What follows belongs to an exercise in optimizing a design on an open flow for small area; a production flow would make more cautious choices. Only simulation tests tie the RTL to the original design; equivalence was not proved. Power and IR drop assume default switching activity.

Design registers, start of the top module:
module registers (
    input [4:0] write_addr,
    input [4:0] read_addr,
    input write,
    input clk,
    input rstn,
    input [32-1:0] write_data,
    output [32-1:0] read_data
);
    reg [31:1] valid;
    reg [32-1:0] regs [1:31];
    wire [31:1] wsel;
    wire [31:1] rsel;
    genvar g, b;
    generate
        for (g = 1; g < 32; g = g + 1) begin : row
            wire [32-1:0] nq;
            assign wsel[g] = write && (write_addr == g);
            assign rsel[g] = valid[g] && (read_addr == g);
            wire wen = !wsel[g];
            for (b = 0; b < 32; b = b + 1) begin : bt
                registers_bit_next u_next (
                    .q(regs[g][b]), .d(write_data[b]), .we(wsel[g]), .wen(wen), .nq(nq[b])
                );
            end
            always @(posedge clk)
                regs[g] <= nq;
        end
        for (b = 0; b < 32; b = b + 1) begin : col
            wire [10:0] yn;
            for (g = 0; g < 10; g = g + 1) begin : grp
                registers_rd3 u_rd3 (
                    .a({regs[3*g+3][b], regs[3*g+2][b], regs[3*g+1][b]}),
                    .s(rsel[3*g+3:3*g+1]),
                    .yn(yn[g])
                );
            end
            assign yn[10] = ~(regs[31][b] & rsel[31]);
            registers_rdsum u_sum (.yn(yn), .y(read_data[b]));
        end
    endgenerate
    always @(posedge clk or negedge rstn) begin
        if (!rstn)
            valid <= 31'b0;
        else
            valid <= valid | wsel;
    end
endmodule
clock: 6.0 ns
lec_check: 0
cap_margin: 5
core_margin: 2
core_utilization: 50
setup_slack_margin: 0.1
slew_margin: 5
synth_hierarchical: 1
standard.sh (not shown) runs the stock make flow with config.mk's settings and CLKGATE_MAP_FILE= SYNTH_SCRIPT=/design/flow/synth_recipe.tcl, a recipe that flattens the netlist after the stock synthesis.
==> flow/flow/run.sh <==
#!/bin/bash
# The standard ORFS layout (the standard.sh, standard synthesis included),
# with two changes:
#  - port buffers are buf_1 cells instead of the buffer_ports default pick;
#  - clock tree: larger sink clusters, clkbuf_8 only, no dummy loads.
# make's full output goes to flow.log; each ORFS step keeps its own log
# under orfs/logs/.
set -euo pipefail
export BUFFER_PORTS_ARGS="-buffer_cell sky130_fd_sc_hd__buf_1"
export CTS_ARGS="-sink_clustering_enable -repair_clock_nets -sink_clustering_size 16 -sink_clustering_max_diameter 60 -buf_list {sky130_fd_sc_hd__clkbuf_8} -dont_use_dummy_load"
bash standard.sh finish > flow.log 2>&1
==> next run, changes <==
==> flow/run.sh (new file) <==
#!/bin/bash
# synth_recipe.tcl (not shown) runs the flow's synth.tcl, then flattens the netlist and writes it again
# the make line also repeats each setting of config.mk as NAME=value (left out here)
make -C /OpenROAD-flow-scripts/flow DESIGN_CONFIG=/design/flow/config.mk WORK_HOME=/design/flow/orfs CLKGATE_MAP_FILE= SYNTH_SCRIPT=/design/flow/synth_recipe.tcl finish
Settings changed: CAP_MARGIN 5 to 20, CTS_BUF_LIST set to sky130_fd_sc_hd__clkbuf_16 sky130_fd_sc_hd__clkbuf_8, CTS_CLUSTER_DIAMETER set to 60, CTS_CLUSTER_SIZE set to 30, SETUP_SLACK_MARGIN 0.1 to 0.2, SLEW_MARGIN 5 to 20.
removed: flow/flow/run.sh
removed: flow/standard.sh
Sequential power stays flat.
Maximum frequency falls by 2.9%.
Flip-flop and latch count does not change.
Clock-buffer cell count fell by 17.
Utilization is higher by 2.6 points.
==> next run, changes <==
==> flow/flow/run.sh (new file) <==
#!/bin/bash
# The standard ORFS layout (the standard.sh, standard synthesis included),
# with two changes:
#  - port buffers are buf_2 cells instead of the buffer_ports default pick;
#  - clock tree: larger sink clusters, clkbuf_8 only, no dummy loads.
# make's full output goes to flow.log; each ORFS step keeps its own log
# under orfs/logs/.
set -euo pipefail
export BUFFER_PORTS_ARGS="-buffer_cell sky130_fd_sc_hd__buf_2"
export CTS_ARGS="-sink_clustering_enable -repair_clock_nets -sink_clustering_size 16 -sink_clustering_max_diameter 60 -buf_list {sky130_fd_sc_hd__clkbuf_8} -dont_use_dummy_load"
bash standard.sh finish > flow.log 2>&1
==> flow/standard.sh (new file) <==
#!/bin/bash
# synth_recipe.tcl (not shown) runs the flow's synth.tcl, then flattens the netlist and writes it again
# the make line also repeats each setting of config.mk as NAME=value (left out here)
make -C /OpenROAD-flow-scripts/flow DESIGN_CONFIG=/design/flow/config.mk WORK_HOME=/design/flow/orfs CLKGATE_MAP_FILE= SYNTH_SCRIPT=/design/flow/synth_recipe.tcl "${@:-finish}"
Settings changed: CAP_MARGIN 20 to 5, CTS_BUF_LIST sky130_fd_sc_hd__clkbuf_16 sky130_fd_sc_hd__clkbuf_8 to not set, CTS_CLUSTER_DIAMETER 60 to not set, CTS_CLUSTER_SIZE 30 to not set, SETUP_SLACK_MARGIN 0.2 to 0.1, SLEW_MARGIN 20 to 5.
removed: flow/run.sh
Result:
- The new run produced a clean layout
- critical path depth is unchanged
- sequential cell count stays the same
- final cell count went down slightly
- synthesized cell count is unchanged
- global-route usage went up by 1.3 points
- count of clock-buffer cells in the layout went up by 15
- design area went down by a few percent
- power went down by roughly a tenth
==> next run, changes <==
==> flow/flow/run.sh (replaced) <==
#!/bin/bash
# The standard ORFS layout (the standard.sh, standard synthesis included),
# with two changes:
#  - port buffers are buf_1 cells instead of the buffer_ports default pick;
#  - clock tree: larger sink clusters, clkbuf_8 only, no dummy loads.
# make's full output goes to flow.log; each ORFS step keeps its own log
# under orfs/logs/.
set -euo pipefail
export BUFFER_PORTS_ARGS="-buffer_cell sky130_fd_sc_hd__buf_1"
export CTS_ARGS="-sink_clustering_enable -repair_clock_nets -sink_clustering_size 16 -sink_clustering_max_diameter 60 -buf_list {sky130_fd_sc_hd__clkbuf_8} -dont_use_dummy_load"
bash standard.sh finish > flow.log 2>&1
Settings changed: GPL_TIMING_DRIVEN set to 0.
Clock power stays flat.
Total power barely changes.
First-iteration DRC count falls by 8.6%.
Routed wire length falls by 5.2%.
Hold slack is worse by 0.0040 ns.
==> next run, changes <==
==> flow/flow/run.sh (replaced) <==
#!/bin/bash
# The standard ORFS layout (the standard.sh, standard synthesis included),
# with two changes:
#  - port buffers are buf_2 cells instead of the buffer_ports default pick;
#  - clock tree: larger sink clusters, clkbuf_8 only, no dummy loads.
# make's full output goes to flow.log; each ORFS step keeps its own log
# under orfs/logs/.
set -euo pipefail
export BUFFER_PORTS_ARGS="-buffer_cell sky130_fd_sc_hd__buf_2"
export CTS_ARGS="-sink_clustering_enable -repair_clock_nets -sink_clustering_size 16 -sink_clustering_max_diameter 60 -buf_list {sky130_fd_sc_hd__clkbuf_8} -dont_use_dummy_load"
bash standard.sh finish > flow.log 2>&1
Settings changed: CORE_UTILIZATION 50 to 45, GPL_TIMING_DRIVEN 0 to not set.
Effect: Die area climbs by 11%. Critical path depth is unchanged. First-iteration DRC count climbs by 8.8%. Design area drops by 1.1%. Final cell count climbs by 3.0%. Clock skew is unchanged. Synthesized area stays the same.
==> next run, changes <==
==> flow/run.sh (new file) <==
#!/bin/bash
# synth_recipe.tcl (not shown) runs the flow's synth.tcl, then flattens the netlist and writes it again
# the make line also repeats each setting of config.mk as NAME=value (left out here)
make -C /OpenROAD-flow-scripts/flow DESIGN_CONFIG=/design/flow/config.mk WORK_HOME=/design/flow/orfs CLKGATE_MAP_FILE= SYNTH_SCRIPT=/design/flow/synth_recipe.tcl finish
Settings changed: CAP_MARGIN 5 to 20, CORE_UTILIZATION 45 to 60, SETUP_SLACK_MARGIN 0.1 to not set, SLEW_MARGIN 5 to 20.
removed: flow/flow/run.sh
removed: flow/standard.sh
After rerunning:
- global-route usage came out higher by 8.1 points
- cell area climbs by 7.0%
- final cell count came out lower by 3.0%
- die area fell by 25%

-- what the ideal ports hide --
The results above use ideal ports. As a check the final layouts listed here were re-extracted and re-timed, cells and wires unchanged. Step 1 sets driving cells, clkbuf_16 on the clock port and buf_2 on the other inputs (assumed; they add their load-dependent delay and slew). Step 2 moves the port delays by t, midway between the first and last clock arrival at a register: inputs arrive t later, outputs are due t later. That takes back most of the time a late clock gives input paths. a / b / c = ideal / step 1 / step 2; a / b = the first two.
run	t (ns)	setup slack, ns	hold slack, ns	worst setup path after step 2	slew at the worst register clock pin (ns)
the first run	0.759	0.451 / 0.424 / 0.424	0.457 / 0.457 / 0.457	input to output	0.11 / 0.11
the second run	0.730	0.285 / 0.264 / 0.264	0.455 / 0.455 / 0.455	input to output	0.11 / 0.11
the third run	0.746	0.619 / 0.597 / 0.597	0.458 / 0.458 / 0.458	input to output	0.11 / 0.11
the fourth run	0.753	0.322 / 0.289 / 0.289	0.454 / 0.454 / 0.454	input to output	0.11 / 0.11
the fifth run	0.768	0.782 / 0.754 / 0.754	0.455 / 0.455 / 0.455	input to output	0.11 / 0.11
the sixth run	0.724	0.140 / 0.117 / 0.117	0.449 / 0.449 / 0.449	input to output	0.07 / 0.07
After both steps every run listed still meets setup and hold. The setup slack of the fourth run, which loses most, moves by -0.033 ns with the drivers and by -0.033 ns with both steps.
